From an optimization exercise on the open Yosys and OpenROAD flow, aimed at small area and a short achievable clock period; shortcuts taken in it are not production practice. No run shown here included a check of the RTL's function; only the layout flow was run. The clock input has no modelled driver; a real chip could not lean on it and would need a root buffer or a full tree.

==> flow/design.v (outline; a module is shown in full before it is edited, if it fits) <==
// module top: 968 lines
module top (
    input clk,
    input rst_n,
    input vld_in,
    input [31:0] x,
    output reg vld_out,
    output reg [16:0] y
);
  // ...
==> flow/flow/run.sh <==
#!/bin/bash
# Standard ORFS layout with these changes:
#  - the port buffers are buf_2 cells instead of the flow's default choice
#    (a slow clkdlybuf4s50_1 delay cell);
#  - clock tree synthesis uses clkbuf_8/clkbuf_16, larger sink clusters and no
#    dummy balancing loads;
set -euo pipefail
here=$(pwd)
export BUFFER_PORTS_ARGS="-buffer_cell sky130_fd_sc_hd__buf_2"
export CTS_ARGS="-sink_clustering_enable -repair_clock_nets -sink_clustering_size 30 -sink_clustering_max_diameter 80 -buf_list {sky130_fd_sc_hd__clkbuf_8 sky130_fd_sc_hd__clkbuf_16} -root_buf sky130_fd_sc_hd__clkbuf_16 -dont_use_dummy_load"
export SETUP_SLACK_MARGIN=${SETUP_SLACK_MARGIN:-7.0}
bash standard.sh cts > standard_cts.log 2>&1
res=$(ls -d "$here"/orfs/results/*/top/base)
cp "$res/4_cts.odb" "$res/4_cts_with_root.odb"
RES="$res" openroad -no_init -exit "$here/flow/drop_root.tcl" > drop_root.log 2>&1
bash standard.sh > standard_flow.log 2>&1
==> flow/flow/drop_root.tcl <==
read_db $::env(RES)/4_cts.odb
set block [ord::get_db_block]
set clk [$block findNet clk]
set loads {}
foreach it [$clk getITerms] { lappend loads $it }
if {[llength $loads] != 1} { puts "root: clock port drives [llength $loads] pins; unchanged"; exit 0 }
set root [[lindex $loads 0] getInst]
set out ""
foreach it [$root getITerms] {
  if {[$it isOutputSignal]} { set out [$it getNet] }
}
set sinks {}
foreach it [$out getITerms] {
  if {![$it isOutputSignal]} { lappend sinks $it }
}
if {[llength $sinks] > 4} { puts "root drives [llength $sinks] pins; unchanged"; exit 0 }
puts "removing [$root getName] ([[$root getMaster] getName]) driving [llength $sinks] pins"
foreach it $sinks {
  $it disconnect
  $it connect $clk
}
foreach it [$root getITerms] { $it disconnect }
odb::dbInst_destroy $root
odb::dbNet_destroy $out
write_db $::env(RES)/4_cts.odb
==> flow/standard.sh <==
#!/bin/bash
# synth_recipe.tcl (not shown) runs the flow's synth.tcl, then flattens the netlist and writes it again
# the make line also repeats each setting of config.mk as NAME=value (left out here)
make -C /OpenROAD-flow-scripts/flow DESIGN_CONFIG=/design/flow/config.mk WORK_HOME=/design/flow/orfs CLKGATE_MAP_FILE= SYNTH_SCRIPT=/design/flow/synth_recipe.tcl "${@:-finish}"
==> flow/config.mk <==
export PLATFORM = sky130hd
export DESIGN_NAME = top
export DESIGN_NICKNAME = top
export VERILOG_FILES = /design/flow/design.v
export SDC_FILE = /design/flow/constraint.sdc
export NUM_CORES = 4
export LEC_CHECK = 0
export CAP_MARGIN = 20
export CORE_MARGIN = 2
export CORE_UTILIZATION = 60
export SLEW_MARGIN = 20
==> flow/constraint.sdc <==
create_clock -name core_clock -period 10.0 [get_ports {clk}]
set_input_delay 2.0000 -clock core_clock [delete_from_list [all_inputs] [get_ports {clk}]]
set_output_delay 2.0000 -clock core_clock [all_outputs]
set_load 0.01 [all_outputs]
==> impl_metrics.env, run 1 <==
export IMPL_status="finished clean"
export IMPL_endpoint="q1[0]"
export IMPL_ff2ff_path_depth=10
export IMPL_drv_cap=0
export IMPL_rsz0062_at_grt="no"
export IMPL_cp_startpoint="x[28]"
export IMPL_ys_ff_latch=493
export IMPL_dominant_cells="sequential cells"
export IMPL_min_period_ns=2.92
export IMPL_clock_area_frac=0.0283
export IMPL_wl_um=20100
export IMPL_dieArea_sq_mm=0.0275
export IMPL_grt_first_pass_wirelength_um=34400
export IMPL_drc=0
export IMPL_n_all_buffers=52
export IMPL_min_to="x3[8]"
export IMPL_synthTopCellsByArea="dfxtp_1 59%, ha_1 10%, xor2_1 8.2%"
export IMPL_inverters=86
export IMPL_wl_met3_um=506
export IMPL_die_w_um=166
export IMPL_crit_type="input port to flop"
export IMPL_setup_slack_ns=7.08
==> run 2, diff against run 1 <==
==> flow/flow/run.sh (replaced) <==
#!/bin/bash
# Standard ORFS layout with two changes: the port buffers are buf_2 cells
# instead of the flow's default choice (a slow clkdlybuf4s50_1 delay cell), and
# clock tree synthesis inserts no dummy balancing loads.
set -euo pipefail
export BUFFER_PORTS_ARGS="-buffer_cell sky130_fd_sc_hd__buf_2"
export CTS_ARGS="-sink_clustering_enable -repair_clock_nets -sink_clustering_size 30 -sink_clustering_max_diameter 80 -buf_list {sky130_fd_sc_hd__clkbuf_8 sky130_fd_sc_hd__clkbuf_16} -root_buf sky130_fd_sc_hd__clkbuf_16 -dont_use_dummy_load"
bash standard.sh > standard_flow.log 2>&1
removed: flow/flow/drop_root.tcl
==> run 2 against run 1 <==
  * Still clean
  * Die area stayed put
  * Clock skew rose by 0.016 ns
  * Fmax decreased by 4.3%
  * Via count down 0.38%
  * Synthesized cell count unchanged
  * Critical path depth fell by 7
  * Critical path type is now flop to primary output
==> impl_metrics.env, run 2 <==
export IMPL_final_util=0.650
export IMPL_tns_ns=0
export IMPL_rrSetupSlack_ns=7.15
export IMPL_hold_depth=0
export IMPL_portBuffers=51
export IMPL_min_path_type="flop to flop"
export IMPL_cp_required_ns=8.00
export IMPL_grt_ovfl_total=0
export IMPL_use_met1=0.183
export IMPL_cts_num_sinks=493
export IMPL_regMostFlops="x1"
export IMPL_cts_tree="built"
export IMPL_rsz0062_at_grt="no"
export IMPL_crit_buf_inv=1
export IMPL_drive_above_1_share=0.0719
export IMPL_yosysMostFrequentCell="dfxtp_1"
export IMPL_syn_area_sq_mm=0.0157
export IMPL_io_pins=53
export IMPL_syn_to_final_growth_pct=7.10
export IMPL_final_nets=1436
export IMPL_min_to="x5[12]"
export IMPL_cts_buffers=20
export IMPL_met2_usage=0.285
export IMPL_yosys_warnings=1
export IMPL_startpoint_type="flop"
export IMPL_cts_resized_gates=0
export IMPL_multiInputGateArea_sq_mm=0.00527
export IMPL_grt_start_max_net_pins=34
export IMPL_syn_avg_cell_area_sq_um=13.1
export IMPL_synth_top_cell_by_area="dfxtp_1"
export IMPL_drv_cap=0
export IMPL_min_period_ns=3.05
export IMPL_hold_viol_final=0
export IMPL_critical_path_top_delay_family="flip-flops"
export IMPL_grt_use_total=0.153
export IMPL_initial_core_util=0.607
export IMPL_fin_crit_sh=0.305
export IMPL_reg2reg_from="q11[0]"
export IMPL_dp_hpwl_um=15000
export IMPL_clock_latency_ns=0.53
export IMPL_fmaxAchievable_mhz=328
export IMPL_die_w_um=166
export IMPL_reg_largest_list="x1 (26), x2 (22), x3 (20)"
export IMPL_fill_cells=2028
export IMPL_largest_register_ffs=26
export IMPL_ctsHoldBuffers=0
export IMPL_syn_nets=1378
export IMPL_worst_pin_slew_ns=0.871
export IMPL_endpoint_kind="primary output"
export IMPL_synthArstFlopShare=0.0669
export IMPL_fp_row_count=59
export IMPL_crit_chain="buf_2"
export IMPL_path_clk_slew_ns=0.10
export IMPL_seqCellArea_sq_mm=0.0100
export IMPL_ys_flop_type="dfxtp_1"
export IMPL_ys_types=58
export IMPL_setup_violations=0
export IMPL_fin_hold_ws_ns=0.291
export IMPL_reg2reg_to="r12[15]"
export IMPL_vias=7613
export IMPL_cp_max_fo=1
export IMPL_num_antenna_cells=0
export IMPL_seq_area_frac_synth=0.640
export IMPL_drtAntennaViolNets=0
export IMPL_wl_per_cell_um=12.8
export IMPL_drc=0
export IMPL_viasPerCell=4.80
export IMPL_htree_levels=1
export IMPL_drt_iter0_drc=301
export IMPL_antenna_found_initial=0
export IMPL_synthTopCellsByArea="dfxtp_1 59%, ha_1 10%, xor2_1 8.2%"
export IMPL_cts_root_buffer="clkbuf_16"
export IMPL_slew_headroom=0.419
export IMPL_max_stage_delay_ns=0.39
export IMPL_dr_pass1_iters=4
export IMPL_yosysTopAreaCellShare=0.587
export IMPL_ff2ff_path_depth=8
export IMPL_synth_edf_count=0
export IMPL_met3_usage=0.0239
export IMPL_layout_commonest_cell="dfxtp_1"
export IMPL_cp_startpoint="y[0]"
export IMPL_fp_dieH_um=166
export IMPL_gp_congestion=0.749
export IMPL_cp_num_cells=1
export IMPL_fin_skew_ns=0.0422
export IMPL_status="finished clean"
export IMPL_worst_path_max_delay_cell="dfrtp_1"
export IMPL_clock_path_buffers=3
export IMPL_min_from="x4[12]"
export IMPL_core_area_sq_mm=0.0258
export IMPL_ys_ff_latch=493
export IMPL_wl_um=20300
export IMPL_finalMaxSlewViolations=0
export IMPL_postCtsSetupRepairBufs=0
export IMPL_final_cell_mix="460 x dfxtp_1, 147 x xor2_1, 129 x ha_1"
export IMPL_synthCells=1196
export IMPL_dieArea_sq_mm=0.0275
export IMPL_crit_type="flop to primary output"
export IMPL_grt_first_pass_wirelength_um=35200
export IMPL_top_usage_layer="met2"
export IMPL_grt_pass1_vias=7766
export IMPL_worstPathArrival_ns=1.05
export IMPL_synth_common_cells="460 x dfxtp_1, 147 x xor2_1, 129 x ha_1"
-- run 2: routing by layer --
layer | share of wire | wire length, um
met1 | 0.45 | 9060
met4 | 0.027 | 538
met5 | 0 | 0
met2 | 0.50 | 10100
met3 | 0.027 | 545
-- run 2: layout make-up --
class	instances	area share
sequential	493	0.597
multi-input combinational	601	0.313
clock buffer	20	0.0298
tap	335	0.0249
inverter	86	0.0192
timing repair buffer	52	0.0156
-- run 2: through the flow --
stage	setup slack, ns	instances	cell area, sq um
after global routing	6.90	1587	16800
after global placement	6.63	1567	16300
after detailed placement	6.55	1567	16300
final	6.95	1587	16800
after CTS	6.91	1587	16800
after floorplan	6.79	1196	15700
-- run 2: worst max path at each step --
stage / end / slack, ns
2_1_floorplan: q1[0] / 6.79
3_3_place_gp: q1[0] / 6.63
3_5_place_dp: q1[0] / 6.55
4_1_cts: y[0] / 6.91
5_1_grt: y[0] / 6.90
6_report: y[0] / 6.95
-- run 2: kinds of logic (layout without fill, tap and decap cells) --
kind of cell / Yosys count / after routing / synth area share
AO/OA/AOI/OAI: 120 / 120 / 0.0533
XOR/XNOR: 200 / 200 / 0.112
adder cells (fa/ha/maj): 147 / 147 / 0.126
buffers and inverters: 102 / 158 / 0.0249
flip-flops: 493 / 493 / 0.640
other: 1 / 1 / 0.000239
AND/OR/NAND/NOR: 133 / 133 / 0.0447
==> run 3, diff against run 2 <==
==> flow/flow/run.sh (replaced) <==
#!/bin/bash
# Standard ORFS layout with two changes: the port buffers are buf_2 cells
# instead of the flow's default choice (a slow clkdlybuf4s50_1 delay cell), and
# clock tree synthesis inserts no dummy balancing loads.
set -euo pipefail
export BUFFER_PORTS_ARGS="-buffer_cell sky130_fd_sc_hd__buf_2"
export CTS_ARGS="-sink_clustering_enable -repair_clock_nets -sink_clustering_size 16 -sink_clustering_max_diameter 50 -buf_list sky130_fd_sc_hd__clkbuf_8 -dont_use_dummy_load"
bash standard.sh > standard_flow.log 2>&1
==> run 3 against run 2 <==
  * Worst setup slack lost 0.020 ns
  * Cell count is 1.4% higher
  * Critical endpoint is now y[13]
  * Clock-buffer cell count up 22
  * Synthesized cell count stayed put
  * Die area is the same
  * Utilization increased by 0.30 points
  * Hold slack improved by 0.0035 ns
  * Final area rose by 0.46%
  * Sequential share of layout area decreased by 0.27 points
==> impl_metrics.env, run 3 <==
export IMPL_cts_buffers=42
export IMPL_syn_area_sq_mm=0.0157
export IMPL_io_pins=53
export IMPL_postCtsSetupRepairBufs=0
export IMPL_cp_required_ns=8.00
export IMPL_grt_start_max_net_pins=34
export IMPL_dp_hpwl_um=15000
export IMPL_grt_ovfl_total=0
export IMPL_grt_first_pass_wirelength_um=35800
export IMPL_worstPathArrival_ns=1.07
export IMPL_synthArstFlopShare=0.0669
export IMPL_drive_above_1_share=0.0879
export IMPL_crit_type="flop to primary output"
export IMPL_ys_ff_latch=493
export IMPL_min_path_type="flop to flop"
export IMPL_final_nets=1458
export IMPL_ys_flop_type="dfxtp_1"
export IMPL_clock_path_buffers=3
export IMPL_status="finished clean"
export IMPL_slew_headroom=0.416
export IMPL_regMostFlops="x1"
export IMPL_synth_edf_count=0
export IMPL_hold_viol_final=0
export IMPL_ys_types=58
export IMPL_cts_root_buffer="clkbuf_8"
export IMPL_die_w_um=166
export IMPL_seq_area_frac_synth=0.640
export IMPL_setup_violations=0
export IMPL_fin_hold_ws_ns=0.294
export IMPL_endpoint_kind="primary output"
export IMPL_worst_pin_slew_ns=0.874
export IMPL_dieArea_sq_mm=0.0275
export IMPL_synthTopCellsByArea="dfxtp_1 59%, ha_1 10%, xor2_1 8.2%"
export IMPL_min_period_ns=3.07
export IMPL_synth_top_cell_by_area="dfxtp_1"
export IMPL_layout_commonest_cell="dfxtp_1"
export IMPL_cp_max_fo=1
export IMPL_wl_um=20600
export IMPL_grt_use_total=0.157
export IMPL_reg_largest_list="x1 (26), x2 (22), x3 (20)"
export IMPL_num_antenna_cells=0
export IMPL_cts_num_sinks=493
export IMPL_fmaxAchievable_mhz=326
export IMPL_syn_avg_cell_area_sq_um=13.1
export IMPL_worst_path_max_delay_cell="dfrtp_1"
export IMPL_largest_register_ffs=26
export IMPL_htree_levels=2
export IMPL_dr_pass1_iters=4
export IMPL_finalMaxSlewViolations=0
export IMPL_core_area_sq_mm=0.0258
export IMPL_vias=7773
export IMPL_cts_resized_gates=0
export IMPL_synth_common_cells="460 x dfxtp_1, 147 x xor2_1, 129 x ha_1"
export IMPL_fin_skew_ns=0.0345
export IMPL_clock_latency_ns=0.56
export IMPL_path_clk_slew_ns=0.09
export IMPL_rsz0062_at_grt="no"
export IMPL_max_stage_delay_ns=0.38
export IMPL_antenna_found_initial=0
export IMPL_fill_cells=2013
export IMPL_cts_tree="built"
export IMPL_fp_dieH_um=166
export IMPL_startpoint_type="flop"
export IMPL_syn_to_final_growth_pct=7.60
export IMPL_drtAntennaViolNets=0
export IMPL_fin_crit_sh=0.307
export IMPL_initial_core_util=0.607
export IMPL_drt_iter0_drc=337
export IMPL_syn_nets=1378
export IMPL_final_cell_mix="460 x dfxtp_1, 147 x xor2_1, 129 x ha_1"
export IMPL_portBuffers=51
export IMPL_ctsHoldBuffers=0
export IMPL_drv_cap=0
export IMPL_gp_congestion=0.749
export IMPL_viasPerCell=4.83
export IMPL_synthCells=1196
export IMPL_grt_pass1_vias=8015
export IMPL_yosysMostFrequentCell="dfxtp_1"
export IMPL_fp_row_count=59
export IMPL_tns_ns=0
export IMPL_yosys_warnings=1
export IMPL_drc=0
export IMPL_crit_buf_inv=1
export IMPL_critical_path_top_delay_family="flip-flops"
export IMPL_rrSetupSlack_ns=7.19
export IMPL_yosysTopAreaCellShare=0.587
export IMPL_wl_per_cell_um=12.8
export IMPL_crit_chain="buf_2"
==> run 3: cell counts after synthesis <==
No cell type changed its count.
==> run 3: final cells by class <==
type                    count  area, sq um  share of cell area
repair buffers             52          263              0.0156
clock buffers              42          578              0.0342
flip-flops and latches    493        10000               0.594
inverters                  86          323              0.0191
multi-input cells         601         5270               0.312
well taps                 335          419              0.0248
==> run 3: cells by family after synthesis <==
logic type / share of synthesized area
xor+xnor: 0.112
compound gates: 0.0533
fa+ha+maj: 0.126
other cells: 0.000239
buf+inv: 0.0249
flops: 0.640
simple gates: 0.0447
==> run 3: layer usage <==
layer | up-vias | part of all wire | global-route usage
li1 | 4043 | - | -
met1 | 3578 | 0.44 | 0.179
met2 | 97 | 0.49 | 0.286
met3 | 55 | 0.037 | 0.0346
met4 | 0 | 0.032 | 0.0616
met5 | - | 0 | 0
==> run 3: final timing paths <==
| path | startpoint | end | cells past startpoint |
|---|---|---|---|
| worst max-delay path | y[13] | y[13] | 1 |
| worst min-delay path | x3[10] | x4[10] | 0 |
| worst max register to register | q11[0] | r12[15] | 8 |
| worst min register to register | x3[10] | x4[10] | 0 |
| max in group asynchronous | rst_n | v1 | 1 |
| min in group asynchronous | rst_n | y[3] | 1 |
==> run 3: per-stage QoR <==
step	std cells	setup slack (ns)	util	instance area [sq um]
6_report	1609	6.93	0.653	16900
5_1_grt	1609	6.86	0.653	16900
3_5_place_dp	1567	6.55	0.631	16300
3_3_place_gp	1567	6.63	0.631	16300
4_1_cts	1609	6.89	0.653	16900
2_1_floorplan	1196	6.79	-	15700
==> run 4, diff against run 3 <==
==> flow/flow/run.sh (replaced) <==
#!/bin/bash
# Standard ORFS layout with two changes: the port buffers are buf_2 cells
# instead of the flow's default choice (a slow clkdlybuf4s50_1 delay cell), and
# clock tree synthesis inserts no dummy balancing loads; timing repair aims
# for 7 ns of setup slack.
set -euo pipefail
export BUFFER_PORTS_ARGS="-buffer_cell sky130_fd_sc_hd__buf_2"
export CTS_ARGS="-sink_clustering_enable -repair_clock_nets -sink_clustering_size 16 -sink_clustering_max_diameter 50 -buf_list sky130_fd_sc_hd__clkbuf_8 -dont_use_dummy_load"
export SETUP_SLACK_MARGIN=7.0
bash standard.sh > standard_flow.log 2>&1
==> run 4 against run 3 <==
  * Cell count about the same
  * Global-route usage fell by 0.33 points
  * Clock-buffer cell count shrank 1
  * Clock skew up 0.013 ns
  * Still clean on timing, DRC and antenna
==> impl_metrics.env, run 4 <==
export IMPL_hold_depth=0
export IMPL_path_clk_slew_ns=0.08
export IMPL_worst_path_max_delay_cell="dfrtp_1"
export IMPL_min_period_ns=3.06
export IMPL_dr_pass1_iters=4
export IMPL_yosys_warnings=1
export IMPL_fin_skew_ns=0.0480
export IMPL_synthArstFlopShare=0.0669
export IMPL_fp_row_count=59
export IMPL_crit_chain="buf_2"
export IMPL_min_from="x4[11]"
export IMPL_seq_area_frac_synth=0.640
export IMPL_setup_slack_ns=6.94
export IMPL_finalMaxSlewViolations=0
export IMPL_reg2reg_to="q8[0]"
export IMPL_syn_nets=1378
export IMPL_status="finished clean"
export IMPL_cts_buffers=41
export IMPL_syn_to_final_growth_pct=7.78
export IMPL_postCtsSetupRepairBufs=0
export IMPL_gp_congestion=0.744
export IMPL_crit_type="flop to primary output"
export IMPL_core_area_sq_mm=0.0258
export IMPL_grt_start_max_net_pins=34
export IMPL_cts_root_buffer="clkbuf_8"
export IMPL_endpoint_kind="primary output"
export IMPL_synth_common_cells="460 x dfxtp_1, 147 x xor2_1, 129 x ha_1"
export IMPL_drt_iter0_drc=258
export IMPL_dieArea_sq_mm=0.0275
export IMPL_fmaxAchievable_mhz=327
export IMPL_yosysTopAreaCellShare=0.587
export IMPL_worst_pin_slew_ns=0.857
export IMPL_hold_viol_final=0
export IMPL_wl_per_cell_um=12.7
export IMPL_wl_um=20400
export IMPL_fin_hold_ws_ns=0.308
export IMPL_io_pins=53
export IMPL_drive_above_1_share=0.0919
export IMPL_syn_avg_cell_area_sq_um=13.1
export IMPL_ctsHoldBuffers=0
export IMPL_htree_levels=2
export IMPL_ff2ff_path_depth=8
export IMPL_rrSetupSlack_ns=7.24
export IMPL_antenna_found_initial=0
export IMPL_drtAntennaViolNets=0
export IMPL_synth_top_cell_by_area="dfxtp_1"
export IMPL_startpoint_type="flop"
export IMPL_tns_ns=0
export IMPL_grt_use_total=0.154
export IMPL_regMostFlops="x1"
export IMPL_grt_ovfl_total=0
export IMPL_clock_path_buffers=3
export IMPL_worstPathArrival_ns=1.06
export IMPL_critical_path_top_delay_family="flip-flops"
export IMPL_fp_dieH_um=166
export IMPL_largest_register_ffs=26
export IMPL_cp_required_ns=8.00
export IMPL_cts_tree="built"
export IMPL_grt_pass1_vias=7895
export IMPL_slew_headroom=0.428
export IMPL_cp_max_fo=1
export IMPL_final_nets=1457
export IMPL_ys_ff_latch=493
export IMPL_ys_types=58
export IMPL_max_stage_delay_ns=0.37
export IMPL_crit_buf_inv=1
export IMPL_die_w_um=166
export IMPL_num_antenna_cells=0
export IMPL_min_to="x5[11]"
export IMPL_initial_core_util=0.607
export IMPL_drc=0
export IMPL_synthCells=1196
export IMPL_layout_commonest_cell="dfxtp_1"
export IMPL_final_cell_mix="458 x dfxtp_1, 147 x xor2_1, 128 x ha_1"
export IMPL_rsz0062_at_grt="yes"
export IMPL_setup_violations=0
export IMPL_synth_edf_count=0
export IMPL_grt_first_pass_wirelength_um=35300
export IMPL_ys_flop_type="dfxtp_1"
export IMPL_dpl_worst_slack_ns=6.66
export IMPL_vias=7780
export IMPL_reg_largest_list="x1 (26), x2 (22), x3 (20)"
export IMPL_clock_latency_ns=0.56
export IMPL_portBuffers=51
export IMPL_viasPerCell=4.84
export IMPL_yosysMostFrequentCell="dfxtp_1"
export IMPL_reg2reg_from="q7[0]"
export IMPL_fin_crit_sh=0.306
export IMPL_cts_num_sinks=493
export IMPL_dp_hpwl_um=15100
export IMPL_drv_cap=0
export IMPL_syn_area_sq_mm=0.0157
export IMPL_min_path_type="flop to flop"
export IMPL_synthTopCellsByArea="dfxtp_1 59%, ha_1 10%, xor2_1 8.2%"
## run 4: what timing repair did
item | in CTS | in global routing
resized for setup | 0 | 2
endpoints found under the hold margin | 0 | 0
pin swaps | 0 | 0
setup endpoints to repair | 17 | 21
## run 4: routing by layer
metal  GRT usage  part of all wire  vias to the layer above
met3      0.0337             0.039                       40
met1       0.180              0.43                     3629
li1            -                 -                     4035
met2       0.281              0.51                       76
met5           0                 0                        -
met4      0.0484             0.022                        0
## run 4: how the worst max path moves through the flow
stage	start	endpoint	slack (ns)	cells past startpoint
after floorplan	x[28]	q1[0]	6.94	7
after CTS	y[0]	y[0]	6.89	1
after global placement	x[28]	q1[0]	6.71	8
final	y[0]	y[0]	6.94	1
after global routing	y[15]	y[15]	6.87	1
after detailed placement	x[28]	q1[0]	6.66	8
## run 4: cells by family after synthesis
logic type,after synthesis,share of synthesized area
buffers and inverters,102,0.0249
other,1,0.000239
XOR/XNOR,200,0.112
adder cells (fa/ha/maj),147,0.126
AND/OR/NAND/NOR,133,0.0447
AO/OA/AOI/OAI,120,0.0533
flip-flops,493,0.640
## run 4: final cells by class
cell class                      instances  area (sq um)
Timing Repair Buffer                   52           263
Fill cell                            1991          8920
Clock buffer                           41           564
Inverter                               86           343
Tap cell                              335           419
Sequential cell                       493         10000
Multi-Input combinational cell        601          5290
## run 4: through the flow
step                instances  utilization  instance area [sq um]
finish                   1608        0.655                  16900
global route             1608        0.655                  16900
CTS                      1608        0.654                  16900
detailed placement       1567        0.633                  16300
global placement         1567        0.633                  16300
floorplan                1196            -                  15700
==> run 5, diff against run 4 <==
==> flow/flow/run.sh (replaced) <==
#!/bin/bash
# Standard ORFS layout, with the port buffers made from buf_2 cells instead of
# the flow's default choice (a slow clkdlybuf4s50_1 delay cell).
set -euo pipefail
export BUFFER_PORTS_ARGS="-buffer_cell sky130_fd_sc_hd__buf_2"
bash standard.sh > standard_flow.log 2>&1
--- a/flow/config.mk
+++ b/flow/config.mk
@@ -8,4 +8,7 @@
 export CAP_MARGIN = 20
 export CORE_MARGIN = 2
 export CORE_UTILIZATION = 60
+export CTS_BUF_LIST = sky130_fd_sc_hd__clkbuf_8
+export CTS_CLUSTER_DIAMETER = 50
+export CTS_CLUSTER_SIZE = 16
 export SLEW_MARGIN = 20
==> run 5 against run 4 <==
  * Critical path type unchanged
  * Register-to-register slack lost 0.07 ns
  * Final area grew 1.7%
  * Highest routed layer unchanged
  * Non-clock buffer count is the same
  * Die area is the same
  * Still clean
  * First-iteration DRC count grew 22%
==> impl_metrics.env, run 5 <==
export IMPL_hold_viol_final=0
export IMPL_synthCells=1196
export IMPL_multiInputGateArea_sq_mm=0.00527
export IMPL_worst_path_max_delay_cell="dfrtp_1"
export IMPL_critical_path_top_delay_family="flip-flops"
export IMPL_initial_core_util=0.607
export IMPL_crit_type="flop to primary output"
export IMPL_vias=7855
export IMPL_syn_to_final_growth_pct=9.58
export IMPL_die_w_um=166
export IMPL_viasPerCell=4.80
export IMPL_cp_num_cells=1
export IMPL_seq_area_frac_synth=0.640
export IMPL_dp_cells=1567
export IMPL_ys_types=58
export IMPL_core_area_sq_mm=0.0258
export IMPL_portBuffers=51
export IMPL_largest_register_ffs=26
export IMPL_reg_largest_list="x1 (26), x2 (22), x3 (20)"
export IMPL_synthTopCellsByArea="dfxtp_1 59%, ha_1 10%, xor2_1 8.2%"
export IMPL_drive_above_1_share=0.101
export IMPL_synth_common_cells="460 x dfxtp_1, 147 x xor2_1, 129 x ha_1"
export IMPL_cts_resized_gates=0
export IMPL_syn_nets=1378
export IMPL_min_period_ns=3.07
export IMPL_synth_top_cell_by_area="dfxtp_1"
export IMPL_fmaxAchievable_mhz=326
export IMPL_fin_crit_sh=0.307
export IMPL_final_cell_mix="460 x dfxtp_1, 147 x xor2_1, 129 x ha_1"
export IMPL_finalMaxSlewViolations=0
export IMPL_clock_path_buffers=3
export IMPL_antenna_found_initial=0
export IMPL_synthArstFlopShare=0.0669
export IMPL_postCtsSetupRepairBufs=0
export IMPL_wl_um=20800
export IMPL_reg2reg_from="q11[0]"
export IMPL_cts_buffers=42
export IMPL_endpoint="y[13]"
export IMPL_cp_max_fo=1
export IMPL_yosys_warnings=1
export IMPL_grt_first_pass_wirelength_um=36200
export IMPL_fp_row_count=59
export IMPL_drc=0
export IMPL_max_stage_delay_ns=0.38
export IMPL_dp_hpwl_um=15000
export IMPL_layout_commonest_cell="dfxtp_1"
export IMPL_ctsHoldBuffers=0
export IMPL_synth_edf_count=0
export IMPL_drv_cap=0
export IMPL_cp_startpoint="y[13]"
export IMPL_drtAntennaViolNets=0
export IMPL_endpoint_kind="primary output"
export IMPL_yosysTopAreaCellShare=0.587
export IMPL_fin_skew_ns=0.0148
export IMPL_gp_congestion=0.749
export IMPL_syn_area_sq_mm=0.0157
export IMPL_final_nets=1458
export IMPL_slew_headroom=0.424
export IMPL_rrSetupSlack_ns=7.17
export IMPL_num_antenna_cells=0
export IMPL_io_pins=53
export IMPL_grt_use_total=0.158
export IMPL_htree_levels=2
export IMPL_ys_flop_type="dfxtp_1"
export IMPL_clock_latency_ns=0.56
export IMPL_cp_required_ns=8.00
export IMPL_min_path_type="flop to flop"
export IMPL_setup_violations=0
export IMPL_worstPathArrival_ns=1.07
export IMPL_startpoint_type="flop"
export IMPL_grt_pass1_vias=8131
export IMPL_cts_num_sinks=493
export IMPL_syn_avg_cell_area_sq_um=13.1
export IMPL_crit_chain="buf_2"
export IMPL_fin_cells=1637
export IMPL_status="finished clean"
export IMPL_rsz0062_at_grt="no"
export IMPL_path_clk_slew_ns=0.09
export IMPL_tns_ns=0
export IMPL_dr_pass1_iters=4
export IMPL_ys_ff_latch=493
export IMPL_seqCellArea_sq_mm=0.0100
export IMPL_fill_cells=1984
export IMPL_yosysMostFrequentCell="dfxtp_1"
export IMPL_crit_buf_inv=1
export IMPL_wl_per_cell_um=12.7
export IMPL_regMostFlops="x1"
export IMPL_fp_dieH_um=166
export IMPL_worst_pin_slew_ns=0.863
export IMPL_grt_start_max_net_pins=34
export IMPL_drt_iter0_drc=314
export IMPL_dieArea_sq_mm=0.0275
export IMPL_cts_tree="built"
export IMPL_cts_root_buffer="clkbuf_8"
export IMPL_reg2reg_to="r12[15]"
export IMPL_grt_ovfl_total=0
export IMPL_ff2ff_path_depth=8
## run 5: stage by stage
| step | utilization | setup slack (ns) | instance area (sq um) | hold slack [ns] |
|---|---|---|---|---|
| after floorplan | - | 6.79 | 15700 | 0.310 |
| after global placement | 0.631 | 6.63 | 16300 | 0.310 |
| after detailed placement | 0.631 | 6.55 | 16300 | 0.312 |
| after CTS | 0.665 | 6.87 | 17200 | 0.323 |
| after global routing | 0.665 | 6.86 | 17200 | 0.334 |
| final | 0.665 | 6.93 | 17200 | 0.321 |
## run 5: area by class of cell
type | instances | share of cell area
multi-input cells | 601 | 0.306
clock inverters | 24 | 0.0148
repair buffers | 52 | 0.0153
clock buffers | 46 | 0.0368
inverters | 86 | 0.0188
flip-flops and latches | 493 | 0.584
well taps | 335 | 0.0244
## run 5: kinds of logic (layout without fill, tap and decap cells)
kind of cell | Yosys count | in the layout | synth area share
AOI/OAI and AO/OA | 120 | 120 | 0.0533
and+or+nand+nor | 133 | 133 | 0.0447
other | 1 | 1 | 0.000239
adders and majority gates | 147 | 147 | 0.126
xor gates and xnor gates | 200 | 200 | 0.112
buffers and inverters | 102 | 208 | 0.0249
DFF | 493 | 493 | 0.640
## run 5: worst min-delay path by stage
stage | slack, ns | from | to | cells past startpoint
global placement | 0.31 | x6[8] | x7[8] | 0
floorplan | 0.31 | q13[0] | q14[0] | 0
global route | 0.33 | x7[9] | x8[9] | 0
CTS | 0.32 | x3[10] | x4[10] | 0
finish | 0.32 | x3[10] | x4[10] | 0
detailed placement | 0.31 | q13[5] | q14[5] | 0
## run 5: routing by layer
| layer | vias up | GRT usage | share of wire |
|---|---|---|---|
| met5 | - | 0 | 0 |
| met4 | 0 | 0.0681 | 0.036 |
| met3 | 66 | 0.0287 | 0.030 |
| met2 | 104 | 0.288 | 0.50 |
| met1 | 3617 | 0.182 | 0.44 |
| li1 | 4068 | - | - |

re-timing with driven ports:
The flow's constraints put no driver on any port. The routed layouts listed below were extracted and timed again, unchanged, in two steps.
Step 1, drivers: a clkbuf_16 drives clk and a buf_2 each remaining input, both assumed.
Step 2 moves the port delays by t, midway between the first and last clock arrival at a register: inputs arrive t later, outputs are due t later. That takes back most of the time a late clock gives input paths.
Three values: ideal ports, drivers, drivers and shift; two values: the first two.
| run | shift t [ns] | setup WS [ns] | worst data-port slew with drivers (ns) | pins driven straight from the clock port |
|---|---|---|---|---|
| run 1 | 0.443 | 7.080 / 7.035 / 6.676 | 0.03 | 2 |
| run 2 | 0.551 | 6.950 / 6.904 / 6.585 | 0.03 | 1 |
| run 3 | 0.587 | 6.930 / 6.886 / 6.547 | 0.03 | 1 |
| run 4 | 0.572 | 6.941 / 6.901 / 6.678 | 0.03 | 1 |
| run 5 | 0.597 | 6.928 / 6.884 / 6.565 | 0.03 | 1 |
After both steps every run listed still meets setup and hold. For run 1, which loses most, drivers alone change the setup slack by -0.045 ns; drivers and shift together by -0.404 ns.
